From an optimization exercise on the open Yosys and OpenROAD flow, aimed at small area; shortcuts taken in it are not production practice.
The RTL was checked by simulation tests, not by an equivalence proof against the original design.

`design/flow/design.v`:
```
`timescale 1ns / 1ps
module BCDDecoder(n, an, seg);
    input [31:0] n;
    input [7:0] an;
    output [6:0] seg;
    function [3:0] fa;
        input [2:0] m;
        input l;
        begin
            fa[0] = ~((m[0] | l) & ~((m[0] & m[2] & l) | m[1]));
            fa[1] = ~(l ? m[0] : m[2]);
            fa[2] = ~(~(m[0] | l) ^ m[1]);
            fa[3] = ~((m[0] | m[1]) & ~((m[0] | l) & m[2]));
        end
    endfunction
    function [3:0] fb;
        input [2:0] m;
        input l;
        begin
            fb[0] = ~((m[0] | l) & ~((m[0] & m[2] & l) | m[1]));
            fb[1] = ~(l ? m[0] : m[2]);
            fb[2] = ~(~(m[0] | l) ^ m[1]);
            fb[3] = ~((m[0] | m[1]) & ~((m[0] | l) & m[2]));
        end
    endfunction
    wire [2:0] m1_0;
    wire m1_0_h;
    assign {m1_0_h, m1_0} = fb(3'd3, n[31]);
    wire [2:0] m2_0;
    wire m2_0_h;
    assign {m2_0_h, m2_0} = fa(m1_0, n[30]);
    wire [2:0] m3_0;
    wire c3_0;
    assign {c3_0, m3_0} = fb(m2_0, n[29]);
    wire [2:0] m4_0;
    wire c4_0;
    assign {c4_0, m4_0} = fa(m3_0, n[28]);
    wire [2:0] m4_1;
    wire m4_1_h;
    assign {m4_1_h, m4_1} = fa(3'd3, c3_0);
    wire [2:0] m5_0;
    wire c5_0;
    assign {c5_0, m5_0} = fb(m4_0, n[27]);
    wire [2:0] m5_1;
    wire m5_1_h;
    assign {m5_1_h, m5_1} = fb(m4_1, c4_0);
    wire [2:0] m6_0;
    wire c6_0;
    assign {c6_0, m6_0} = fa(m5_0, n[26]);
    wire [2:0] m6_1;
    wire c6_1;
    assign {c6_1, m6_1} = fa(m5_1, c5_0);
    wire [2:0] m7_0;
    wire c7_0;
    assign {c7_0, m7_0} = fb(m6_0, n[25]);
    wire [2:0] m7_1;
    wire c7_1;
    assign {c7_1, m7_1} = fb(m6_1, c6_0);
    wire [2:0] m7_2;
    wire m7_2_h;
    assign {m7_2_h, m7_2} = fb(3'd3, c6_1);
    wire [2:0] m8_0;
    wire c8_0;
    assign {c8_0, m8_0} = fa(m7_0, n[24]);
    wire [2:0] m8_1;
    wire c8_1;
    assign {c8_1, m8_1} = fa(m7_1, c7_0);
    wire [2:0] m8_2;
    wire m8_2_h;
    assign {m8_2_h, m8_2} = fa(m7_2, c7_1);
    wire [2:0] m9_0;
    wire c9_0;
    assign {c9_0, m9_0} = fb(m8_0, n[23]);
    wire [2:0] m9_1;
    wire c9_1;
    assign {c9_1, m9_1} = fb(m8_1, c8_0);
    wire [2:0] m9_2;
    wire c9_2;
    assign {c9_2, m9_2} = fb(m8_2, c8_1);
    wire [2:0] m10_0;
    wire c10_0;
    assign {c10_0, m10_0} = fa(m9_0, n[22]);
    wire [2:0] m10_1;
    wire c10_1;
    assign {c10_1, m10_1} = fa(m9_1, c9_0);
    wire [2:0] m10_2;
    wire c10_2;
    assign {c10_2, m10_2} = fa(m9_2, c9_1);
    wire [2:0] m10_3;
    wire m10_3_h;
    assign {m10_3_h, m10_3} = fa(3'd3, c9_2);
    wire [2:0] m11_0;
    wire c11_0;
    assign {c11_0, m11_0} = fb(m10_0, n[21]);
    wire [2:0] m11_1;
    wire c11_1;
    assign {c11_1, m11_1} = fb(m10_1, c10_0);
    wire [2:0] m11_2;
    wire c11_2;
    assign {c11_2, m11_2} = fb(m10_2, c10_1);
    wire [2:0] m11_3;
    wire m11_3_h;
    assign {m11_3_h, m11_3} = fb(m10_3, c10_2);
    wire [2:0] m12_0;
    wire c12_0;
    assign {c12_0, m12_0} = fa(m11_0, n[20]);
    wire [2:0] m12_1;
    wire c12_1;
    assign {c12_1, m12_1} = fa(m11_1, c11_0);
    wire [2:0] m12_2;
    wire c12_2;
    assign {c12_2, m12_2} = fa(m11_2, c11_1);
    wire [2:0] m12_3;
    wire m12_3_h;
    assign {m12_3_h, m12_3} = fa(m11_3, c11_2);
    wire [2:0] m13_0;
    wire c13_0;
    assign {c13_0, m13_0} = fb(m12_0, n[19]);
    wire [2:0] m13_1;
    wire c13_1;
    assign {c13_1, m13_1} = fb(m12_1, c12_0);
    wire [2:0] m13_2;
    wire c13_2;
    assign {c13_2, m13_2} = fb(m12_2, c12_1);
    wire [2:0] m13_3;
    wire c13_3;
    assign {c13_3, m13_3} = fb(m12_3, c12_2);
    wire [2:0] m14_0;
    wire c14_0;
    assign {c14_0, m14_0} = fa(m13_0, n[18]);
    wire [2:0] m14_1;
    wire c14_1;
    assign {c14_1, m14_1} = fa(m13_1, c13_0);
    wire [2:0] m14_2;
    wire c14_2;
    assign {c14_2, m14_2} = fa(m13_2, c13_1);
    wire [2:0] m14_3;
    wire c14_3;
    assign {c14_3, m14_3} = fa(m13_3, c13_2);
    wire [2:0] m14_4;
    wire m14_4_h;
    assign {m14_4_h, m14_4} = fa(3'd3, c13_3);
    wire [2:0] m15_0;
    wire c15_0;
    assign {c15_0, m15_0} = fb(m14_0, n[17]);
    wire [2:0] m15_1;
    wire c15_1;
    assign {c15_1, m15_1} = fb(m14_1, c14_0);
    wire [2:0] m15_2;
    wire c15_2;
    assign {c15_2, m15_2} = fb(m14_2, c14_1);
    wire [2:0] m15_3;
    wire c15_3;
    assign {c15_3, m15_3} = fb(m14_3, c14_2);
    wire [2:0] m15_4;
    wire m15_4_h;
    assign {m15_4_h, m15_4} = fb(m14_4, c14_3);
    wire [2:0] m16_0;
    wire c16_0;
    assign {c16_0, m16_0} = fa(m15_0, n[16]);
    wire [2:0] m16_1;
    wire c16_1;
    assign {c16_1, m16_1} = fa(m15_1, c15_0);
    wire [2:0] m16_2;
    wire c16_2;
    assign {c16_2, m16_2} = fa(m15_2, c15_1);
    wire [2:0] m16_3;
    wire c16_3;
    assign {c16_3, m16_3} = fa(m15_3, c15_2);
    wire [2:0] m16_4;
    wire c16_4;
    assign {c16_4, m16_4} = fa(m15_4, c15_3);
    wire [2:0] m17_0;
    wire c17_0;
    assign {c17_0, m17_0} = fb(m16_0, n[15]);
    wire [2:0] m17_1;
    wire c17_1;
    assign {c17_1, m17_1} = fb(m16_1, c16_0);
    wire [2:0] m17_2;
    wire c17_2;
    assign {c17_2, m17_2} = fb(m16_2, c16_1);
    wire [2:0] m17_3;
    wire c17_3;
    assign {c17_3, m17_3} = fb(m16_3, c16_2);
    wire [2:0] m17_4;
    wire c17_4;
    assign {c17_4, m17_4} = fb(m16_4, c16_3);
    wire [2:0] m17_5;
    wire m17_5_h;
    assign {m17_5_h, m17_5} = fb(3'd3, c16_4);
    wire [2:0] m18_0;
    wire c18_0;
    assign {c18_0, m18_0} = fa(m17_0, n[14]);
    wire [2:0] m18_1;
    wire c18_1;
    assign {c18_1, m18_1} = fa(m17_1, c17_0);
    wire [2:0] m18_2;
    wire c18_2;
    assign {c18_2, m18_2} = fa(m17_2, c17_1);
    wire [2:0] m18_3;
    wire c18_3;
    assign {c18_3, m18_3} = fa(m17_3, c17_2);
    wire [2:0] m18_4;
    wire c18_4;
    assign {c18_4, m18_4} = fa(m17_4, c17_3);
    wire [2:0] m18_5;
    wire m18_5_h;
    assign {m18_5_h, m18_5} = fa(m17_5, c17_4);
    wire [2:0] m19_0;
    wire c19_0;
    assign {c19_0, m19_0} = fb(m18_0, n[13]);
    wire [2:0] m19_1;
    wire c19_1;
    assign {c19_1, m19_1} = fb(m18_1, c18_0);
    wire [2:0] m19_2;
    wire c19_2;
    assign {c19_2, m19_2} = fb(m18_2, c18_1);
    wire [2:0] m19_3;
    wire c19_3;
    assign {c19_3, m19_3} = fb(m18_3, c18_2);
    wire [2:0] m19_4;
    wire c19_4;
    assign {c19_4, m19_4} = fb(m18_4, c18_3);
    wire [2:0] m19_5;
    wire c19_5;
    assign {c19_5, m19_5} = fb(m18_5, c18_4);
    wire [2:0] m20_0;
    wire c20_0;
    assign {c20_0, m20_0} = fa(m19_0, n[12]);
    wire [2:0] m20_1;
    wire c20_1;
    assign {c20_1, m20_1} = fa(m19_1, c19_0);
    wire [2:0] m20_2;
    wire c20_2;
    assign {c20_2, m20_2} = fa(m19_2, c19_1);
    wire [2:0] m20_3;
    wire c20_3;
    assign {c20_3, m20_3} = fa(m19_3, c19_2);
    wire [2:0] m20_4;
    wire c20_4;
    assign {c20_4, m20_4} = fa(m19_4, c19_3);
    wire [2:0] m20_5;
    wire c20_5;
    assign {c20_5, m20_5} = fa(m19_5, c19_4);
    wire [2:0] m20_6;
    wire m20_6_h;
    assign {m20_6_h, m20_6} = fa(3'd3, c19_5);
    wire [2:0] m21_0;
    wire c21_0;
    assign {c21_0, m21_0} = fb(m20_0, n[11]);
    wire [2:0] m21_1;
    wire c21_1;
    assign {c21_1, m21_1} = fb(m20_1, c20_0);
    wire [2:0] m21_2;
    wire c21_2;
    assign {c21_2, m21_2} = fb(m20_2, c20_1);
    wire [2:0] m21_3;
    wire c21_3;
    assign {c21_3, m21_3} = fb(m20_3, c20_2);
    wire [2:0] m21_4;
    wire c21_4;
    assign {c21_4, m21_4} = fb(m20_4, c20_3);
    wire [2:0] m21_5;
    wire c21_5;
    assign {c21_5, m21_5} = fb(m20_5, c20_4);
    wire [2:0] m21_6;
    wire m21_6_h;
    assign {m21_6_h, m21_6} = fb(m20_6, c20_5);
    wire [2:0] m22_0;
    wire c22_0;
    assign {c22_0, m22_0} = fa(m21_0, n[10]);
    wire [2:0] m22_1;
    wire c22_1;
    assign {c22_1, m22_1} = fa(m21_1, c21_0);
    wire [2:0] m22_2;
    wire c22_2;
    assign {c22_2, m22_2} = fa(m21_2, c21_1);
    wire [2:0] m22_3;
    wire c22_3;
    assign {c22_3, m22_3} = fa(m21_3, c21_2);
    wire [2:0] m22_4;
    wire c22_4;
    assign {c22_4, m22_4} = fa(m21_4, c21_3);
    wire [2:0] m22_5;
    wire c22_5;
    assign {c22_5, m22_5} = fa(m21_5, c21_4);
    wire [2:0] m22_6;
    wire m22_6_h;
    assign {m22_6_h, m22_6} = fa(m21_6, c21_5);
    wire [2:0] m23_0;
    wire c23_0;
    assign {c23_0, m23_0} = fb(m22_0, n[9]);
    wire [2:0] m23_1;
    wire c23_1;
    assign {c23_1, m23_1} = fb(m22_1, c22_0);
    wire [2:0] m23_2;
    wire c23_2;
    assign {c23_2, m23_2} = fb(m22_2, c22_1);
    wire [2:0] m23_3;
    wire c23_3;
    assign {c23_3, m23_3} = fb(m22_3, c22_2);
    wire [2:0] m23_4;
    wire c23_4;
    assign {c23_4, m23_4} = fb(m22_4, c22_3);
    wire [2:0] m23_5;
    wire c23_5;
    assign {c23_5, m23_5} = fb(m22_5, c22_4);
    wire [2:0] m23_6;
    wire c23_6;
    assign {c23_6, m23_6} = fb(m22_6, c22_5);
    wire [2:0] m24_0;
    wire c24_0;
    assign {c24_0, m24_0} = fa(m23_0, n[8]);
    wire [2:0] m24_1;
    wire c24_1;
    assign {c24_1, m24_1} = fa(m23_1, c23_0);
    wire [2:0] m24_2;
    wire c24_2;
    assign {c24_2, m24_2} = fa(m23_2, c23_1);
    wire [2:0] m24_3;
    wire c24_3;
    assign {c24_3, m24_3} = fa(m23_3, c23_2);
    wire [2:0] m24_4;
    wire c24_4;
    assign {c24_4, m24_4} = fa(m23_4, c23_3);
    wire [2:0] m24_5;
    wire c24_5;
    assign {c24_5, m24_5} = fa(m23_5, c23_4);
    wire [2:0] m24_6;
    wire c24_6;
    assign {c24_6, m24_6} = fa(m23_6, c23_5);
    wire [2:0] m24_7;
    wire m24_7_h;
    assign {m24_7_h, m24_7} = fa(3'd3, c23_6);
    wire [2:0] m25_0;
    wire c25_0;
    assign {c25_0, m25_0} = fb(m24_0, n[7]);
    wire [2:0] m25_1;
    wire c25_1;
    assign {c25_1, m25_1} = fb(m24_1, c24_0);
    wire [2:0] m25_2;
    wire c25_2;
    assign {c25_2, m25_2} = fb(m24_2, c24_1);
    wire [2:0] m25_3;
    wire c25_3;
    assign {c25_3, m25_3} = fb(m24_3, c24_2);
    wire [2:0] m25_4;
    wire c25_4;
    assign {c25_4, m25_4} = fb(m24_4, c24_3);
    wire [2:0] m25_5;
    wire c25_5;
    assign {c25_5, m25_5} = fb(m24_5, c24_4);
    wire [2:0] m25_6;
    wire c25_6;
    assign {c25_6, m25_6} = fb(m24_6, c24_5);
    wire [2:0] m25_7;
    wire m25_7_h;
    assign {m25_7_h, m25_7} = fb(m24_7, c24_6);
    wire [2:0] m26_0;
    wire c26_0;
    assign {c26_0, m26_0} = fa(m25_0, n[6]);
    wire [2:0] m26_1;
    wire c26_1;
    assign {c26_1, m26_1} = fa(m25_1, c25_0);
    wire [2:0] m26_2;
    wire c26_2;
    assign {c26_2, m26_2} = fa(m25_2, c25_1);
    wire [2:0] m26_3;
    wire c26_3;
    assign {c26_3, m26_3} = fa(m25_3, c25_2);
    wire [2:0] m26_4;
    wire c26_4;
    assign {c26_4, m26_4} = fa(m25_4, c25_3);
    wire [2:0] m26_5;
    wire c26_5;
    assign {c26_5, m26_5} = fa(m25_5, c25_4);
    wire [2:0] m26_6;
    wire c26_6;
    assign {c26_6, m26_6} = fa(m25_6, c25_5);
    wire [2:0] m26_7;
    wire c26_7;
    assign {c26_7, m26_7} = fa(m25_7, c25_6);
    wire [2:0] m27_0;
    wire c27_0;
    assign {c27_0, m27_0} = fb(m26_0, n[5]);
    wire [2:0] m27_1;
    wire c27_1;
    assign {c27_1, m27_1} = fb(m26_1, c26_0);
    wire [2:0] m27_2;
    wire c27_2;
    assign {c27_2, m27_2} = fb(m26_2, c26_1);
    wire [2:0] m27_3;
    wire c27_3;
    assign {c27_3, m27_3} = fb(m26_3, c26_2);
    wire [2:0] m27_4;
    wire c27_4;
    assign {c27_4, m27_4} = fb(m26_4, c26_3);
    wire [2:0] m27_5;
    wire c27_5;
    assign {c27_5, m27_5} = fb(m26_5, c26_4);
    wire [2:0] m27_6;
    wire c27_6;
    assign {c27_6, m27_6} = fb(m26_6, c26_5);
    wire [2:0] m27_7;
    wire c27_7;
    assign {c27_7, m27_7} = fb(m26_7, c26_6);
    wire [2:0] m28_0;
    wire c28_0;
    assign {c28_0, m28_0} = fa(m27_0, n[4]);
    wire [2:0] m28_1;
    wire c28_1;
    assign {c28_1, m28_1} = fa(m27_1, c27_0);
    wire [2:0] m28_2;
    wire c28_2;
    assign {c28_2, m28_2} = fa(m27_2, c27_1);
    wire [2:0] m28_3;
    wire c28_3;
    assign {c28_3, m28_3} = fa(m27_3, c27_2);
    wire [2:0] m28_4;
    wire c28_4;
    assign {c28_4, m28_4} = fa(m27_4, c27_3);
    wire [2:0] m28_5;
    wire c28_5;
    assign {c28_5, m28_5} = fa(m27_5, c27_4);
    wire [2:0] m28_6;
    wire c28_6;
    assign {c28_6, m28_6} = fa(m27_6, c27_5);
    wire [2:0] m28_7;
    wire c28_7;
    assign {c28_7, m28_7} = fa(m27_7, c27_6);
    wire [2:0] m29_0;
    wire c29_0;
    assign {c29_0, m29_0} = fb(m28_0, n[3]);
    wire [2:0] m29_1;
    wire c29_1;
    assign {c29_1, m29_1} = fb(m28_1, c28_0);
    wire [2:0] m29_2;
    wire c29_2;
    assign {c29_2, m29_2} = fb(m28_2, c28_1);
    wire [2:0] m29_3;
    wire c29_3;
    assign {c29_3, m29_3} = fb(m28_3, c28_2);
    wire [2:0] m29_4;
    wire c29_4;
    assign {c29_4, m29_4} = fb(m28_4, c28_3);
    wire [2:0] m29_5;
    wire c29_5;
    assign {c29_5, m29_5} = fb(m28_5, c28_4);
    wire [2:0] m29_6;
    wire c29_6;
    assign {c29_6, m29_6} = fb(m28_6, c28_5);
    wire [2:0] m29_7;
    wire c29_7;
    assign {c29_7, m29_7} = fb(m28_7, c28_6);
    wire [2:0] m30_0;
    wire c30_0;
    assign {c30_0, m30_0} = fa(m29_0, n[2]);
    wire [2:0] m30_1;
    wire c30_1;
    assign {c30_1, m30_1} = fa(m29_1, c29_0);
    wire [2:0] m30_2;
    wire c30_2;
    assign {c30_2, m30_2} = fa(m29_2, c29_1);
    wire [2:0] m30_3;
    wire c30_3;
    assign {c30_3, m30_3} = fa(m29_3, c29_2);
    wire [2:0] m30_4;
    wire c30_4;
    assign {c30_4, m30_4} = fa(m29_4, c29_3);
    wire [2:0] m30_5;
    wire c30_5;
    assign {c30_5, m30_5} = fa(m29_5, c29_4);
    wire [2:0] m30_6;
    wire c30_6;
    assign {c30_6, m30_6} = fa(m29_6, c29_5);
    wire [2:0] m30_7;
    wire c30_7;
    assign {c30_7, m30_7} = fa(m29_7, c29_6);
    wire [2:0] ms;    
    wire ls;          
    wire lf;          
    wire [3:0] t0 = fb(m30_0, n[1]);   
    wire [3:0] t1 = fb(m30_1, c30_0);   
    wire [3:0] t2 = fb(m30_2, c30_1);   
    wire [3:0] t3 = fb(m30_3, c30_2);   
    wire [3:0] t4 = fb(m30_4, c30_3);   
    wire [3:0] t5 = fb(m30_5, c30_4);   
    wire [3:0] t6 = fb(m30_6, c30_5);   
    assign ms[0] = (~an[0] & m30_0[0]) | (~an[1] & m30_1[0]) | (~an[2] & m30_2[0]) | (~an[3] & m30_3[0]) | (~an[4] & m30_4[0]) | (~an[5] & m30_5[0]) | (~an[6] & m30_6[0]) | (~an[7] & m30_7[0]);
    assign ms[1] = (~an[0] & m30_0[1]) | (~an[1] & m30_1[1]) | (~an[2] & m30_2[1]) | (~an[3] & m30_3[1]) | (~an[4] & m30_4[1]) | (~an[5] & m30_5[1]) | (~an[6] & m30_6[1]) | (~an[7] & m30_7[1]);
    assign ms[2] = (~an[0] & m30_0[2]) | (~an[1] & m30_1[2]) | (~an[2] & m30_2[2]) | (~an[3] & m30_3[2]) | (~an[4] & m30_4[2]) | (~an[5] & m30_5[2]) | (~an[6] & m30_6[2]) | (~an[7] & m30_7[2]);
    assign ls = (~an[0] & n[1]) | (~an[1] & c30_0) | (~an[2] & c30_1) | (~an[3] & c30_2) | (~an[4] & c30_3) | (~an[5] & c30_4) | (~an[6] & c30_5) | (~an[7] & c30_6);
    assign lf = (~an[0] & n[0]) | (~an[1] & t0[3]) | (~an[2] & t1[3]) | (~an[3] & t2[3]) | (~an[4] & t3[3]) | (~an[5] & t4[3]) | (~an[6] & t5[3]) | (~an[7] & t6[3]);
    wire [3:0] sa = fb(ms, ls);
    wire [3:0] dsel = {lf, sa[2:0]};   
    reg [6:0] segr;
    assign seg = segr;
    always @(*) begin
        case (dsel)
            4'd0: segr = 7'b0110010;
            4'd1: segr = 7'b0010010;
            4'd2: segr = 7'b0001000;
            4'd3: segr = 7'b0000001;
            4'd4: segr = 7'b0100000;
            4'd5: segr = 7'b0000000;
            4'd6: segr = 7'b1001100;
            4'd7: segr = 7'b1000101;
            4'd8: segr = 7'b0001111;
            4'd9: segr = 7'b0000110;
            4'd10: segr = 7'b1000110;
            4'd11: segr = 7'b1001111;
            4'd12: segr = 7'b0001111;
            4'd13: segr = 7'b0000100;
            4'd14: segr = 7'b0100100;
            4'd15: segr = 7'b0101101;
        endcase
    end
endmodule
`timescale 1ns / 1ps
module Counter24 #(
    parameter W    = 20,
    parameter TAP  = 17,
    parameter JBIT = 19,
    parameter [W-1:0] TVAL = 0,
    parameter [W-1:0] IVAL = 0
)(sysclk, rstn, ovf);
    input sysclk;
    input rstn;
    output ovf;
    reg [W-1:0] cnt;
    assign ovf = (cnt == TVAL);
    wire [W-1:0] nxt = {cnt[W-2:0], cnt[W-1] ^ cnt[TAP-1]};
    always @(posedge sysclk or negedge rstn) begin
        if (!rstn)
            cnt <= IVAL;
        else
            cnt <= nxt ^ ({{(W-1){1'b0}}, ovf} << JBIT);
    end
endmodule
`timescale 1ns / 1ps
module FNDCounter(clk, rstn, clksel, ld, ld_val, seg, an);
    input clk;
    input rstn;
    input clksel;
    input ld;            
    input [31:0] ld_val;
    output [6:0] seg;    
    output [7:0] an;     
    reg [31:0] fndcnt;   
    reg [2:0]  fndsel;   
    wire fndovf1, fndovf2, refreshovf;
    Counter24 #(.W(20), .TAP(17), .JBIT(19), .TVAL(20'h71d94), .IVAL(20'h31d94)) fctr1(clk, rstn, fndovf1);
    Counter24 #(.W(19), .TAP(7),  .JBIT(3),  .TVAL(19'h28284), .IVAL(19'h28280)) fctr2(clk, rstn, fndovf2);
    Counter24 #(.W(17), .TAP(14), .JBIT(0),  .TVAL(17'h15c38), .IVAL(17'h05c38)) rctr(clk, rstn, refreshovf);
    BCDDecoder dec(.n(fndcnt), .an(an), .seg(seg));
    wire fndovf = clksel ? fndovf2 : fndovf1;
    assign an = ~(8'b1 << fndsel);
    wire [32:0] carry;
    assign carry[0] = fndovf;
    genvar i;
    generate
        for (i = 0; i < 32; i = i + 1) begin : inc
            assign carry[i+1] = carry[i] & fndcnt[i];
        end
    endgenerate
    always @(posedge clk or negedge rstn) begin
        if (!rstn)
            fndcnt <= 0;
        else
            fndcnt <= ld ? ld_val : (fndcnt ^ carry[31:0]);
    end
    always @(posedge clk or negedge rstn) begin
        if (!rstn)
            fndsel <= 0;
        else if (refreshovf)
            fndsel <= fndsel + 1;
    end
endmodule
```
`design/flow/flow/run.sh`:
```
#!/bin/bash
# Layout flow: the standard flow, except that
#  - synthesis maps the logic with an area-only ABC script (flow/abc_area.script)
#    in place of ORFS's abc_area.script, which sizes cells up for speed, and
#    without mapping adders to sky130 half/full adder cells (ADDER_MAP_FILE empty),
#    so that ABC optimizes that logic with the rest;
#  - ports are buffered with sky130_fd_sc_hd__buf_1.
# Synthesis itself is ORFS's (synth_recipe.tcl), so registers keep their names and cells.
set -euo pipefail
W=$(pwd)
rm -rf "$W/scripts_custom"
cp -r "$FLOW_HOME/scripts" "$W/scripts_custom"
cp "$W/flow/abc_area.script" "$W/scripts_custom/abc_area.script"
bash standard.sh synth "SCRIPTS_DIR=$W/scripts_custom" "ADDER_MAP_FILE=" > "$W/synth.log" 2>&1
bash standard.sh finish "BUFFER_PORTS_ARGS=-buffer_cell sky130_fd_sc_hd__buf_1" "CTS_ARGS=-sink_clustering_enable -repair_clock_nets -buf_list sky130_fd_sc_hd__clkbuf_8 -dont_use_dummy_load" > "$W/finish.log" 2>&1
```
`design/flow/flow/abc_area.script`:
```
strash
dc2
&get -n
&deepsyn -T 30
&put
dc2
dch -f
amap
topo
```
`design/flow/standard.sh`:
```
#!/bin/bash
# synth_recipe.tcl (not shown) runs the flow's synth.tcl, then flattens the netlist and writes it again
# the make line also repeats each setting of config.mk as NAME=value (left out here)
make -C /OpenROAD-flow-scripts/flow DESIGN_CONFIG=/design/flow/config.mk WORK_HOME=/design/flow/orfs CLKGATE_MAP_FILE= SYNTH_SCRIPT=/design/flow/synth_recipe.tcl "${@:-finish}"
```
`design/flow/config.mk`:
```
export PLATFORM = sky130hd
export DESIGN_NAME = FNDCounter
export DESIGN_NICKNAME = FNDCounter
export VERILOG_FILES = /design/flow/design.v
export SDC_FILE = /design/flow/constraint.sdc
export NUM_CORES = 4
export LEC_CHECK = 0
export ABC_AREA = 1
export CAP_MARGIN = 20
export CORE_MARGIN = 2
export CORE_UTILIZATION = 40
export CTS_BUF_LIST = sky130_fd_sc_hd__clkbuf_8
export SLEW_MARGIN = 20
```
`design/flow/constraint.sdc`:
```
create_clock -name core_clock -period 150.0 [get_ports {clk}]
set_input_delay 30.0000 -clock core_clock [delete_from_list [all_inputs] [get_ports {clk}]]
set_output_delay 30.0000 -clock core_clock [all_outputs]
set_load 0.01 [all_outputs]
```
==> flow_summary.yaml, run 1 <==
clock_tree:
  ctsResizeCount: 0
  cts_tree: "yes"
  cts_hold_buf: 0
  post_cts_buffers: 0
  clockBufferDepth: 2
  clk_pin_slew_worst_paths_ps: 100
  root_buffer: "clkbuf_8"
  cts.sinks: 91
  clk_latency_ps: 380
  cts-buffers-inserted: 9
  cts-htree-levels: 3
routing:
  dr_wl_met3_um: 476
  postRouteAntennaNets: 0
  wl_mm: 17.7
  top_layer: "met4"
  viasPerCell: 5.34
  num_vias: 8525
  drt_pass1_iterations: 5
  dr_wl_met2_mm: 7.74
  drc_errors: 0
  drt_iter0_markers: 392
  m1WireLength_mm: 9.32
  wire_per_inst_um: 11.1
floorplan:
  core_area_um2: 20000
  start_util_pct: 40.4
  die_area_um2: 21400
  io_pins: 51
  row_count: 52
  die_w_um: 146
  die_y_um: 146
sta:
  holdWs_ps: 345
  relSlewSlack_pct: 53.4
  clock.fmax_mhz: 22.7
  worst_pin_slew_ps: 699
  period_share_pct: 29.4
  fin_worst_skew_ps: 24.5
  timing.final.setup_violations: 0
  setup-tns-final_ps: 0
  rsz0062_at_grt: "no"
  min_period_ps: 44150
  hold_viol_final: 0
  drv_slew: 0
critical_path:
  critPathMostFrequentCell: "o21ai_0"
  start_kind: "register"
  crit_arrival_ps: 14150
  cp-end-kind: "output pin"
  cp.required_ps: 120000
  critical_path_class: "reg -> out"
  slowest_stage: "nor4_1"
  crit_path_max_incr_delay_ps: 530
  path_max_fanout: 4
synthesis:
  synth-seq-cells: 91
  ys_types: 33
  syn_area_um2: 8090
  synth_fp_nets: 1300
  synth_most_common_cell: "nor2_1"
  synth.avg_cell_area_um2: 6.40
  async_flop_share_pct: 100
  yosysTopAreaCell: "dfrtp_1"
  synth_edf_count: 0
  synth_top_area_share_pct: 22.0
  synth-main-ff-cell: "dfrtp_1"
  yosysWarnings: 5
  synthTopCellsByArea: "dfrtp_1 22%, nor2_1 15%, o21ai_0 15%"
  yosysSeqAreaShare_pct: 28.5
  yosys-top-cells-count: "329 x nor2_1, 242 x o21ai_0, 162 x nand2_1, 133 x nor3_1, 127 x o21a_1"
  netlist_instances: 1264
cells_and_area:
  finalNetCount: 1363
  drive_gt1_share_pct: 2.49
  stdcell_count: 1595
  antenna_cells: 0
  synthToLayoutAreaGrowth_pct: 8.28
global_route:
  grt_pass1_vias: 7776
  gr-usage-all-layers_pct: 17.4
  grt_max_degree: 61
  antenna_found_initial: 0
  grt_pass1_wl_mm: 32.3
  grt_overflow: 0
worst_hold_path:
  worstHoldPathType: "reg -> reg"
place:
  place_inst: 1586
  place_congestion: 0.837
  hpwl_mm: 14.2
  port_buffers: 50
run_status:
  status: "complete, no violations"
job:
  maxCapViolations: 0
==> worst max-delay path: cells and delay by family (launching register included) <==
kind	cells	cell delay, ps
flops	1	390
simple gates	40	5950
buf+inv	5	580
compound gates	30	6870
==> layer usage <==
layer  up-vias  GRT usage (%)
met5         -              0
met1      3749           23.5
met2        73           29.6
li1       4690              -
met3        13           2.63
met4         0           4.22
==> flip-flops by register name, summed over array words and instances (netlist names) <==
name,flops
fndsel,3
rctr.cnt,17
fndcnt,32
fctr2.cnt,19
fctr1.cnt,20
==> final cells by class <==
| class | count | area, um^2 |
|---|---|---|
| inverter | 35 | 131 |
| clock buffer | 9 | 124 |
| multi-input combinational | 1138 | 5650 |
| fill | 2152 | 11300 |
| timing repair buffer | 52 | 208 |
| tap | 270 | 338 |
| sequential | 91 | 2300 |
==> cells in the final DEF, fill, tap and decap left out, types with 20 or more instances in the layout <==
cell type,Yosys,layout
o31ai_1,27,27
o21a_1,127,127
dfstp_2,20,20
o21ai_0,242,242
nor2_1,329,329
nor3_1,133,133
and3_1,26,26
dfrtp_1,71,71
clkinv_1,35,35
nand2_1,162,162
buf_1,0,48
==> stage by stage <==
| stage | cell area (um^2) | util [%] | worst slack (ps) |
|---|---|---|---|
| CTS | 8760 | 43.7 | 105860 |
| floorplan | 8090 | - | 107890 |
| finish | 8760 | 43.7 | 105850 |
| global placement | 8630 | 43.1 | 106700 |
| detailed placement | 8630 | 43.1 | 106340 |
| global route | 8760 | 43.7 | 103370 |
==> cell families after synthesis <==
family	Yosys count	synth area share, %
AND/OR/NAND/NOR	690	36.3
AO/OA/AOI/OAI	448	33.6
flip-flops	91	28.5
buffers and inverters	35	1.62
==> final timing paths <==
| path | from | to | slack (ps) | cells past startpoint |
|---|---|---|---|---|
| min in group asynchronous | rstn | fctr1.cnt[9]$_DFF_PN0_ | 29610 | 1 |
| worst min-delay path | fctr2.cnt[10]$_DFF_PN0_ | fctr2.cnt[11]$_DFF_PN0_ | 340 | 0 |
| worst min register to register | fctr2.cnt[10]$_DFF_PN0_ | fctr2.cnt[11]$_DFF_PN0_ | 340 | 0 |
| worst max-delay path | fndcnt[31]$_DFF_PN0_ | seg[5] | 105850 | 75 |
| max in group asynchronous | rstn | fndcnt[5]$_DFF_PN0_ | 119280 | 2 |
| worst max register to register | fctr2.cnt[9]$_DFF_PN1_ | fndcnt[31]$_DFF_PN0_ | 143560 | 28 |
==> inputs of run 2 (changes only) <==
--- a/design/flow/flow/run.sh
+++ b/design/flow/flow/run.sh
@@ -4,7 +4,8 @@
 #    in place of ORFS's abc_area.script, which sizes cells up for speed, and
 #    without mapping adders to sky130 half/full adder cells (ADDER_MAP_FILE empty),
 #    so that ABC optimizes that logic with the rest;
-#  - ports are buffered with sky130_fd_sc_hd__buf_1.
+#  - ports are buffered with sky130_fd_sc_hd__buf_1;
+#  - clock tree synthesis uses clkbuf_8 and adds no dummy loads.
 # Synthesis itself is ORFS's (synth_recipe.tcl), so registers keep their names and cells.
 set -euo pipefail
 W=$(pwd)
==> run 2 against run 1 <==
Maximum frequency stayed put. Via count stayed put. Die area stayed put.
==> flow_summary.yaml, run 2 <==
sta:
  setup-tns-final_ps: 0
  hold_viol_final: 0
  clock.fmax_mhz: 22.7
  min_period_ps: 44150
  drv_slew: 0
  fin_worst_skew_ps: 24.5
  timing.final.setup_violations: 0
  relSlewSlack_pct: 53.4
  rsz0062_at_grt: "no"
  period_share_pct: 29.4
  worst_pin_slew_ps: 699
place:
  port_buffers: 50
  place_congestion: 0.837
  hpwl_mm: 14.2
  post_dp_cell_area_um2: 8630
synthesis:
  synth_most_common_cell: "nor2_1"
  synth.avg_cell_area_um2: 6.40
  syn_area_um2: 8090
  yosysSeqAreaShare_pct: 28.5
  async_flop_share_pct: 100
  synth_fp_nets: 1300
  netlist_instances: 1264
  ys_types: 33
  synthTopCellsByArea: "dfrtp_1 22%, nor2_1 15%, o21ai_0 15%"
  yosysWarnings: 5
  synth-seq-cells: 91
  yosysTopAreaCell: "dfrtp_1"
  synth-main-ff-cell: "dfrtp_1"
  synth_edf_count: 0
  synth_top_area_share_pct: 22.0
  yosys-top-cells-count: "329 x nor2_1, 242 x o21ai_0, 162 x nand2_1, 133 x nor3_1, 127 x o21a_1"
cells_and_area:
  final_common_cell: "nor2_1"
  final_area_um2: 8760
  largest-register: "fndcnt"
  synthToLayoutAreaGrowth_pct: 8.28
  n_fill_cell: 2152
  antenna_cells: 0
  multi_input_comb_area_um2: 5650
  register_area_um2: 2300
  largestRegisters: "fndcnt (32), fctr1.cnt (20), fctr2.cnt (19)"
  largest_reg_flops: 32
  drive_gt1_share_pct: 2.49
  finalNetCount: 1363
  layout_common_cells: "329 x nor2_1, 242 x o21ai_0, 162 x nand2_1, 133 x nor3_1, 127 x o21a_1"
clock_tree:
  ctsResizeCount: 0
  cts_tree: "yes"
  root_buffer: "clkbuf_8"
  cts_hold_buf: 0
  cts.sinks: 91
  cts-htree-levels: 3
  cts-buffers-inserted: 9
  clk_latency_ps: 380
  clockBufferDepth: 2
  post_cts_buffers: 0
  clk_pin_slew_worst_paths_ps: 100
floorplan:
  row_count: 52
  die_y_um: 146
  die_area_um2: 21400
  io_pins: 51
  core_area_um2: 20000
  die_w_um: 146
  start_util_pct: 40.4
global_route:
  grt_max_degree: 61
  gr-usage-all-layers_pct: 17.4
  antenna_found_initial: 0
  grt_overflow: 0
  grt_pass1_wl_mm: 32.3
  grt_pass1_vias: 7776
critical_path:
  crit_path_max_incr_delay_ps: 530
  path_buf_inv: 5
  critPathMostFrequentCell: "o21ai_0"
  cp-end-kind: "output pin"
  path_depth: 75
  crit_arrival_ps: 14150
  critical_path_class: "reg -> out"
  start_kind: "register"
  ff2ff_setup_slack_ps: 143560
  cp.required_ps: 120000
  startpoint: "fndcnt[31]$_DFF_PN0_"
  slowest_stage: "nor4_1"
  path_delay_family: "compound AO/OA/AOI/OAI gates"
  worstRegToRegCells: 28
  timing.rr.end: "fndcnt[31]$_DFF_PN0_"
  r2r_start: "fctr2.cnt[9]$_DFF_PN1_"
  cp-endpoint: "seg[5]"
  path_max_fanout: 4
routing:
  viasPerCell: 5.34
  dr_wl_met2_mm: 7.74
  m1WireLength_mm: 9.32
  num_vias: 8525
  wl_mm: 17.7
  postRouteAntennaNets: 0
  drc_errors: 0
  dr_wl_met3_um: 476
  drt_iter0_markers: 392
  drt_pass1_iterations: 5
  top_layer: "met4"
  wire_per_inst_um: 11.1
worst_hold_path:
  worstHoldPathType: "reg -> reg"
  whs_path_depth: 0
job:
  maxCapViolations: 0
run_status:
  status: "complete, no violations"
run 2: through the flow:
step | hold slack, ps | setup slack (ps) | instances | util [%]
floorplan | 346 | 107890 | 1264 | -
global placement | 353 | 106700 | 1586 | 43.1
detailed placement | 354 | 106340 | 1586 | 43.1
CTS | 353 | 105860 | 1595 | 43.7
global route | 361 | 103370 | 1595 | 43.7
finish | 345 | 105850 | 1595 | 43.7
run 2: routing by layer:
metal | up-vias | track usage (%)
met1 | 3749 | 23.5
met3 | 13 | 2.63
met4 | 0 | 4.22
met2 | 73 | 29.6
li1 | 4690 | -
met5 | - | 0
run 2: kinds of logic (layout without fill, tap and decap cells):
kind of cell | Yosys count | after routing | share of synthesized area (%)
AOI/OAI and AO/OA | 448 | 448 | 33.6
buffers and inverters | 35 | 96 | 1.62
DFF | 91 | 91 | 28.5
and+or+nand+nor | 690 | 690 | 36.3
run 2: area by class of cell:
type	count	share of cell area, %
repair buffers	52	2.37
multi-input cells	1138	64.6
well taps	270	3.86
flip-flops and latches	91	26.3
clock buffers	9	1.41
inverters	35	1.50
run 2: worst min path at each step:
stage | to | slack [ps] | startpoint
after CTS | fctr2.cnt[11]$_DFF_PN0_ | 350 | fctr2.cnt[10]$_DFF_PN0_
after global placement | fctr2.cnt[11]$_DFF_PN0_ | 350 | fctr2.cnt[10]$_DFF_PN0_
after floorplan | rctr.cnt[9]$_DFF_PN0_ | 350 | rctr.cnt[8]$_DFF_PN0_
after global routing | fctr2.cnt[11]$_DFF_PN0_ | 360 | fctr2.cnt[10]$_DFF_PN0_
final | fctr2.cnt[11]$_DFF_PN0_ | 340 | fctr2.cnt[10]$_DFF_PN0_
after detailed placement | rctr.cnt[3]$_DFF_PN1_ | 350 | rctr.cnt[2]$_DFF_PN0_
==> inputs of run 3 (changes only) <==
--- a/design/flow/config.mk
+++ b/design/flow/config.mk
@@ -8,6 +8,6 @@
 export ABC_AREA = 1
 export CAP_MARGIN = 20
 export CORE_MARGIN = 2
-export CORE_UTILIZATION = 40
-export CTS_BUF_LIST = sky130_fd_sc_hd__clkbuf_8
+export CORE_UTILIZATION = 65
+export PLACE_DENSITY = 0.75
 export SLEW_MARGIN = 20
==> run 3 against run 2 <==
Still clean on timing, DRC and antenna. Critical path depth grew 4. Synthesized area did not move. Clock skew up 6.6 ps. Die area decreased by 38%. Register-to-register slack got worse by 20 ps. Synthesized cell count stayed put. Clock-buffer cell count is the same. Hold slack better by 6.2 ps. Utilization grew 28 points. Setup slack lost 34 ps. Critical path type unchanged. Highest routed layer unchanged.
==> flow_summary.yaml, run 3 <==
routing:
  drt_pass1_iterations: 5
  drc_errors: 0
  wire_per_inst_um: 11.6
  wl_mm: 17.4
  viasPerCell: 5.79
  postRouteAntennaNets: 0
  num_vias: 8640
  drt_iter0_markers: 611
place:
  hpwl_mm: 13.8
  place_congestion: 0.906
  place_inst: 1484
  post_dp_cell_area_um2: 8510
  port_buffers: 50
  post-place-ws_ps: 106380
synthesis:
  synth_edf_count: 0
  async_flop_share_pct: 100
  yosysTopAreaCell: "dfrtp_1"
  synth_top_area_share_pct: 22.0
  synth_most_common_cell: "nor2_1"
  synth-seq-cells: 91
  synth-main-ff-cell: "dfrtp_1"
  yosysSeqAreaShare_pct: 28.5
  yosysWarnings: 5
  synth.avg_cell_area_um2: 6.40
  synth_fp_nets: 1300
  ys_types: 33
  syn_area_um2: 8090
  netlist_instances: 1264
  yosys-top-cells-count: "329 x nor2_1, 242 x o21ai_0, 162 x nand2_1, 133 x nor3_1, 127 x o21a_1"
  synthTopCellsByArea: "dfrtp_1 22%, nor2_1 15%, o21ai_0 15%"
sta:
  fin_worst_skew_ps: 31.2
  relSlewSlack_pct: 46.2
  setup-tns-final_ps: 0
  timing.final.setup_violations: 0
  min_period_ps: 44180
  holdWs_ps: 351
  worst_pin_slew_ps: 807
  drv_slew: 0
  setup_slack_ps: 105820
  period_share_pct: 29.5
  hold_viol_final: 0
  rsz0062_at_grt: "no"
  clock.fmax_mhz: 22.6
floorplan:
  die_w_um: 116
  io_pins: 51
  row_count: 40
  die_area_um2: 13400
  start_util_pct: 67.1
  core_area_um2: 12100
  die_y_um: 116
cells_and_area:
  synthToLayoutAreaGrowth_pct: 6.70
  finalNetCount: 1363
  drive_gt1_share_pct: 2.49
  stdcell_count: 1493
  largestRegisters: "fndcnt (32), fctr1.cnt (20), fctr2.cnt (19)"
  final_common_cell: "nor2_1"
  final_area_um2: 8630
  antenna_cells: 0
  final_util_pct: 71.5
  largest_reg_flops: 32
  largest-register: "fndcnt"
  layout_common_cells: "329 x nor2_1, 242 x o21ai_0, 162 x nand2_1, 133 x nor3_1, 127 x o21a_1"
clock_tree:
  clockBufferDepth: 2
  cts.sinks: 91
  post_cts_buffers: 0
  cts-htree-levels: 3
  cts_hold_buf: 0
  clk_latency_ps: 390
  cts-buffers-inserted: 9
  ctsResizeCount: 0
  root_buffer: "clkbuf_8"
  clk_pin_slew_worst_paths_ps: 100
  cts_tree: "yes"
critical_path:
  critical_path_class: "reg -> out"
  slowest_stage: "dfrtp_1"
  crit_path_max_incr_delay_ps: 380
  start_kind: "register"
  crit_arrival_ps: 14180
  critPathMostFrequentCell: "o21ai_0"
  cp.required_ps: 120000
  path_max_fanout: 4
  cp-end-kind: "output pin"
job:
  maxCapViolations: 0
global_route:
  gr-usage-all-layers_pct: 27.5
  grt_overflow: 0
  grt_pass1_wl_mm: 30.8
  grt_max_degree: 68
  grt_pass1_vias: 7648
  antenna_found_initial: 0
worst_hold_path:
  worstHoldPathType: "reg -> reg"
run_status:
  status: "complete, no violations"
==> run 3: per-layer routing <==
layer	part of all wire, %	vias to the layer above	wire, um	global-route usage [%]
li1	-	4701	-	-
met1	50	3785	8750	35.7
met2	45	133	7790	47.9
met3	3.4	21	596	4.39
met4	1.4	0	244	7.07
met5	0	-	0	0
==> run 3: worst paths after layout <==
| check | startpoint | to | slack [ps] | cells after the start |
|---|---|---|---|---|
| worst max-delay path | fndcnt[31]$_DFF_PN0_ | seg[5] | 105820 | 79 |
| worst min-delay path | fctr2.cnt[0]$_DFF_PN0_ | fctr2.cnt[1]$_DFF_PN0_ | 350 | 0 |
| worst max register to register | fctr2.cnt[9]$_DFF_PN1_ | fndcnt[30]$_DFF_PN0_ | 143540 | 27 |
| worst min register to register | fctr2.cnt[0]$_DFF_PN0_ | fctr2.cnt[1]$_DFF_PN0_ | 350 | 0 |
| max in group asynchronous | rstn | fndcnt[0]$_DFF_PN0_ | 119320 | 2 |
| min in group asynchronous | rstn | rctr.cnt[13]$_DFF_PN0_ | 29560 | 1 |
==> run 3: cells by family (layout without fill, tap and decap cells) <==
logic type	count (synthesis)	after routing	share of synthesized area, %
compound gates	448	448	33.6
flops	91	91	28.5
simple gates	690	690	36.3
buf+inv	35	96	1.62
==> run 3: layout make-up <==
| type | instances | area [um^2] |
|---|---|---|
| clock buffers | 9 | 124 |
| repair buffers | 52 | 208 |
| flip-flops and latches | 91 | 2300 |
| fillers | 1073 | 3430 |
| well taps | 168 | 210 |
| inverters | 35 | 131 |
| multi-input cells | 1138 | 5650 |
==> run 3: worst max-delay path: cells and delay by family (launching register included) <==
kind | cells | cell delay [ps]
compound gates | 34 | 7440
flops | 1 | 380
buf+inv | 5 | 550
simple gates | 40 | 5460
==> inputs of run 4 (changes only) <==
--- a/design/flow/design.v
+++ b/design/flow/design.v
@@ -556,7 +556,7 @@
     wire fndovf = clksel ? fndovf2 : fndovf1;
     assign an = ~(8'b1 << fndsel);
     wire [32:0] carry;
-    assign carry[0] = fndovf;
+    assign carry[0] = fndovf & ~ld;
     genvar i;
     generate
         for (i = 0; i < 32; i = i + 1) begin : inc
@@ -567,7 +567,7 @@
         if (!rstn)
             fndcnt <= 0;
         else
-            fndcnt <= ld ? ld_val : (fndcnt ^ carry[31:0]);
+            fndcnt <= (ld ? ld_val : fndcnt) ^ carry[31:0];
     end
     always @(posedge clk or negedge rstn) begin
         if (!rstn)
--- a/design/flow/config.mk
+++ b/design/flow/config.mk
@@ -8,6 +8,7 @@
 export ABC_AREA = 1
 export CAP_MARGIN = 20
 export CORE_MARGIN = 2
-export CORE_UTILIZATION = 65
-export PLACE_DENSITY = 0.75
+export CORE_UTILIZATION = 40
+export GPL_ROUTABILITY_DRIVEN = 0
+export GPL_TIMING_DRIVEN = 0
 export SLEW_MARGIN = 20
==> run 4 against run 3 <==
Synthesized cell count fell by 0.71%. Maximum frequency fell by 0.31%. Cell count rose by 6.0%. Largest cell class unchanged. Utilization fell by 27 points. Sequential share of layout area fell by 0.29 points.
==> flow_summary.yaml, run 4 <==
sta:
  clock.fmax_mhz: 22.6
  worst_pin_slew_ps: 981
  drv_slew: 0
  hold_viol_final: 0
  fin_worst_skew_ps: 34.0
  rsz0062_at_grt: "no"
  timing.final.setup_violations: 0
  setup-tns-final_ps: 0
  min_period_ps: 44320
  period_share_pct: 29.5
  holdWs_ps: 348
  relSlewSlack_pct: 34.2
critical_path:
  ff2ff_setup_slack_ps: 143700
  critical_path_class: "reg -> out"
  slowest_stage: "dfrtp_1"
  critPathMostFrequentCell: "nor2_1"
  crit_path_max_incr_delay_ps: 460
  worstRegToRegCells: 27
  crit_arrival_ps: 14320
  r2r_start: "fctr2.cnt[9]$_DFF_PN1_"
  start_kind: "register"
  timing.rr.end: "fndcnt[31]$_DFF_PN0_"
  path_max_fanout: 6
  cp-end-kind: "output pin"
  cp.required_ps: 120000
clock_tree:
  cts-buffers-inserted: 9
  clockBufferDepth: 2
  cts_hold_buf: 0
  cts-htree-levels: 3
  clk_pin_slew_worst_paths_ps: 80
  clk_latency_ps: 350
  post_cts_buffers: 0
  ctsResizeCount: 0
  cts.sinks: 91
  cts_tree: "yes"
  root_buffer: "clkbuf_8"
global_route:
  grt_pass1_wl_mm: 32.0
  grt_overflow: 0
  antenna_found_initial: 0
  grt_pass1_vias: 7730
  grt_max_degree: 34
  gr-usage-all-layers_pct: 17.0
cells_and_area:
  largest_reg_flops: 32
  multi_input_comb_area_um2: 5570
  antenna_cells: 0
  largest-register: "fndcnt"
  largestRegisters: "fndcnt (32), fctr1.cnt (20), fctr2.cnt (19)"
  final_util_pct: 44.7
  stdcell_count: 1582
  layout_common_cells: "325 x nor2_1, 247 x o21ai_0, 152 x nand2_1, 134 x nor3_1, 123 x o21a_1"
  n_fill_cell: 2072
  register_area_um2: 2300
  finalNetCount: 1355
  final_common_cell: "nor2_1"
  synthToLayoutAreaGrowth_pct: 8.90
  drive_gt1_share_pct: 2.58
place:
  place_inst: 1573
  port_buffers: 50
  hpwl_mm: 14.3
routing:
  drt_iter0_markers: 448
  wire_per_inst_um: 11.1
  num_vias: 8581
  viasPerCell: 5.42
  wl_mm: 17.5
  drc_errors: 0
  postRouteAntennaNets: 0
  drt_pass1_iterations: 5
synthesis:
  synthTopCellsByArea: "dfrtp_1 22%, o21ai_0 15%, nor2_1 15%"
  synth_fp_nets: 1291
  syn_area_um2: 8010
  netlist_instances: 1255
  synth.avg_cell_area_um2: 6.38
  synth_most_common_cell: "nor2_1"
  synth-seq-cells: 91
  yosysSeqAreaShare_pct: 28.7
  synth_edf_count: 0
  synth-main-ff-cell: "dfrtp_1"
  ys_types: 35
  synth_top_area_share_pct: 22.2
  async_flop_share_pct: 100
  yosys-top-cells-count: "325 x nor2_1, 247 x o21ai_0, 152 x nand2_1, 134 x nor3_1, 123 x o21a_1"
  yosysTopAreaCell: "dfrtp_1"
  yosysWarnings: 5
floorplan:
  die_y_um: 146
  row_count: 51
  core_area_um2: 19500
  die_w_um: 146
  start_util_pct: 41.0
  die_area_um2: 21200
  io_pins: 51
worst_hold_path:
  worstHoldPathType: "reg -> reg"
  hold_path_end: "rctr.cnt[11]$_DFF_PN1_"
  hp-start: "rctr.cnt[10]$_DFF_PN1_"
  whs_path_depth: 0
run_status:
  status: "complete, no violations"
job:
  maxCapViolations: 0
run 4: layout make-up:
class	count	share of cell area, %
Clock buffer	9	1.42
Inverter	36	1.55
Multi-Input combinational cell	1128	63.9
Sequential cell	91	26.4
Tap cell	265	3.80
Timing Repair Buffer	53	2.95
run 4: worst max path at each step:
stage | end | slack [ps] | cells after the start | from
2_1_floorplan | seg[5] | 108170 | 70 | fndcnt[30]$_DFF_PN0_
3_3_place_gp | seg[5] | 106440 | 71 | fndcnt[29]$_DFF_PN0_
3_5_place_dp | seg[5] | 106230 | 74 | fndcnt[29]$_DFF_PN0_
4_1_cts | seg[5] | 105820 | 73 | fndcnt[29]$_DFF_PN0_
5_1_grt | seg[5] | 103230 | 71 | fndcnt[29]$_DFF_PN0_
6_report | seg[5] | 105680 | 73 | fndcnt[29]$_DFF_PN0_
run 4: cell families (layout without fill, tap and decap cells):
group                  after synthesis  count (layout)  share of synthesized area, %
DFF                                 91              91                          28.7
buffers and inverters               36              98                          1.69
and+or+nand+nor                    662             662                          34.8
AOI/OAI and AO/OA                  466             466                          34.7
run 4: metal layers:
metal,vias up,track usage (%),share of wire (%)
met5,-,0,0
met4,0,3.38,0.77
met3,9,1.88,2.4
met2,72,28.0,42
met1,3790,24.4,55
li1,4710,-,-
run 4: metrics by stage:
step	cell area (um^2)	setup slack, ps
final	8720	105680
after global routing	8720	103230
after CTS	8720	105820
after detailed placement	8600	106230
after global placement	8530	106440
after floorplan	8010	108170
run 4: critical path, delay by kind of cell (launching register included):
family / cells / cell delay (ps)
compound gates: 24 / 5880
buf+inv: 5 / 790
flops: 1 / 460
simple gates: 44 / 6840
==> inputs of run 5 (changes only) <==
--- a/design/flow/config.mk
+++ b/design/flow/config.mk
@@ -9,6 +9,5 @@
 export CAP_MARGIN = 20
 export CORE_MARGIN = 2
 export CORE_UTILIZATION = 40
-export GPL_ROUTABILITY_DRIVEN = 0
-export GPL_TIMING_DRIVEN = 0
+export CTS_BUF_LIST = sky130_fd_sc_hd__clkbuf_8
 export SLEW_MARGIN = 20
==> run 5 against run 4 <==
Clock skew increased by 12 ps. Critical endpoint unchanged. Critical path depth decreased by 2. Largest cell class unchanged. Setup slack improved by 250 ps. Hold slack got worse by 8.8 ps. Highest routed layer unchanged. Cell count about the same. Maximum frequency increased by 0.57%. Via count increased by 0.50%. Die area unchanged. Global-route usage decreased by 0.10 points. First-iteration DRC count decreased by 9.8%. Still clean. Cell area decreased by 0.42%.
==> flow_summary.yaml, run 5 <==
floorplan:
  die_area_um2: 21200
  io_pins: 51
  die_w_um: 146
  row_count: 51
  start_util_pct: 41.0
  core_area_um2: 19500
  die_y_um: 146
place:
  port_buffers: 50
  post-place-ws_ps: 106500
  place_congestion: 0.857
  hpwl_mm: 14.4
sta:
  period_share_pct: 29.4
  min_period_ps: 44070
  setup-tns-final_ps: 0
  timing.final.setup_violations: 0
  clock.fmax_mhz: 22.7
  setup_slack_ps: 105930
  worst_pin_slew_ps: 932
  fin_worst_skew_ps: 46.2
  rsz0062_at_grt: "no"
  holdWs_ps: 339
  drv_slew: 0
  relSlewSlack_pct: 37.8
  hold_viol_final: 0
cells_and_area:
  antenna_cells: 0
  finalNetCount: 1356
  largest_reg_flops: 32
  largestRegisters: "fndcnt (32), fctr1.cnt (20), fctr2.cnt (19)"
  final_common_cell: "nor2_1"
  largest-register: "fndcnt"
  synthToLayoutAreaGrowth_pct: 8.45
  layout_common_cells: "325 x nor2_1, 247 x o21ai_0, 152 x nand2_1, 134 x nor3_1, 123 x o21a_1"
  n_fill_cell: 2073
  drive_gt1_share_pct: 2.58
global_route:
  antenna_found_initial: 0
  grt_max_degree: 79
  grt_pass1_vias: 7591
  grt_overflow: 0
  gr-usage-all-layers_pct: 16.9
  grt_pass1_wl_mm: 31.7
clock_tree:
  cts-buffers-inserted: 9
  cts.sinks: 91
  root_buffer: "clkbuf_8"
  post_cts_buffers: 0
  clk_pin_slew_worst_paths_ps: 110
  cts_tree: "yes"
  cts-htree-levels: 3
  clockBufferDepth: 2
  cts_hold_buf: 0
  clk_latency_ps: 370
  ctsResizeCount: 0
synthesis:
  ys_types: 35
  netlist_instances: 1255
  synth-main-ff-cell: "dfrtp_1"
  async_flop_share_pct: 100
  yosysTopAreaCell: "dfrtp_1"
  yosysSeqAreaShare_pct: 28.7
  synth_fp_nets: 1291
  synth_top_area_share_pct: 22.2
  synthTopCellsByArea: "dfrtp_1 22%, o21ai_0 15%, nor2_1 15%"
  synth-seq-cells: 91
  synth_most_common_cell: "nor2_1"
  synth.avg_cell_area_um2: 6.38
  synth_edf_count: 0
  yosys-top-cells-count: "325 x nor2_1, 247 x o21ai_0, 152 x nand2_1, 134 x nor3_1, 123 x o21a_1"
  syn_area_um2: 8010
  yosysWarnings: 5
routing:
  drt_pass1_iterations: 5
  drt_iter0_markers: 404
  wl_mm: 17.9
  num_vias: 8624
  drc_errors: 0
  wire_per_inst_um: 11.3
  viasPerCell: 5.45
  postRouteAntennaNets: 0
critical_path:
  critPathMostFrequentCell: "o21ai_0"
  cp-end-kind: "output pin"
  start_kind: "register"
  crit_path_max_incr_delay_ps: 440
  crit_arrival_ps: 14070
  critical_path_class: "reg -> out"
  cp.required_ps: 120000
  slowest_stage: "o21ai_0"
  path_delay_family: "compound AO/OA/AOI/OAI gates"
  path_buf_inv: 5
  path_max_fanout: 6
worst_hold_path:
  worstHoldPathType: "reg -> reg"
job:
  maxCapViolations: 0
run_status:
  status: "complete, no violations"
run 5: cell counts after synthesis:
Identical to the previous run, type by type.
run 5: path summary, 6_finish.rpt:
check                                        start                       to  slack [ps]  cells past startpoint
setup / recovery              fndcnt[29]$_DFF_PN0_                   seg[5]      105930                     71
hold / removal             fctr1.cnt[16]$_DFF_PN1_  fctr1.cnt[17]$_DFF_PN1_         340                      0
setup reg to reg            fctr2.cnt[9]$_DFF_PN1_     fndcnt[31]$_DFF_PN0_      143850                     27
hold reg to reg            fctr1.cnt[16]$_DFF_PN1_  fctr1.cnt[17]$_DFF_PN1_         340                      0
max in group asynchronous                     rstn    rctr.cnt[2]$_DFF_PN0_      119290                      2
min in group asynchronous                     rstn   fctr1.cnt[9]$_DFF_PN0_       29480                      1
run 5: logic make-up after synthesis:
kind of cell / count (synthesis) / share of synthesized area [%]
and+or+nand+nor: 662 / 34.8
AOI/OAI and AO/OA: 466 / 34.7
DFF: 91 / 28.7
buffers and inverters: 36 / 1.69
run 5: stage by stage:
step / utilization (%) / cell area (um^2) / instances
after global routing: 44.5 / 8690 / 1583
after global placement: 43.9 / 8560 / 1574
after detailed placement: 43.9 / 8560 / 1574
after CTS: 44.5 / 8690 / 1583
final: 44.5 / 8690 / 1583
after floorplan: - / 8010 / 1255
run 5: routing by layer:
metal | vias up | routed length (um) | GRT usage, % | share of wire, %
li1 | 4703 | - | - | -
met1 | 3817 | 9720 | 24.2 | 54
met3 | 9 | 469 | 2.07 | 2.6
met5 | - | 0 | 0 | 0
met2 | 95 | 7520 | 27.6 | 42
met4 | 0 | 155 | 3.53 | 0.87
run 5: area by class of cell:
cell class | count | area (um^2) | area share (%)
repair buffers | 54 | 221 | 2.55
flip-flops and latches | 91 | 2300 | 26.5
clock buffers | 9 | 124 | 1.43
well taps | 265 | 332 | 3.82
inverters | 36 | 135 | 1.56
multi-input cells | 1128 | 5570 | 64.2

-- static timing again, ports no longer ideal --
No port has a modelled driver above. Below, the same layouts with a new extraction and two added sets of constraints. Step 1 (the two cells are an assumption about what drives the block):
set clk [get_ports {clk}]
set_driving_cell -lib_cell sky130_fd_sc_hd__clkbuf_16 $clk
set_driving_cell -lib_cell sky130_fd_sc_hd__buf_2 [delete_from_list [all_inputs] $clk]
Step 2 adds t to the input delays and takes it off the output delays; t is the mean of the earliest and latest rising clock arrival at the registers after step 1. Input paths then give back, and output paths get back, about the clock's delay inside the block. a / b / c = no drivers / after step 1 / after step 2; a / b = the first two.
| run | t, ns | slack for setup (ns) | worst data-port slew with drivers (ns) | pins driven straight from the clock port |
|---|---|---|---|---|
| run 1 | 0.408 | 105.851 / 105.806 / 106.214 | 0.04 | 1 |
| run 2 | 0.408 | 105.851 / 105.806 / 106.214 | 0.04 | 1 |
| run 3 | 0.405 | 105.817 / 105.781 / 106.186 | 0.04 | 1 |
| run 4 | 0.371 | 105.679 / 105.646 / 106.017 | 0.04 | 1 |
| run 5 | 0.384 | 105.930 / 105.891 / 106.276 | 0.04 | 1 |
After both steps every run listed still meets setup and hold.
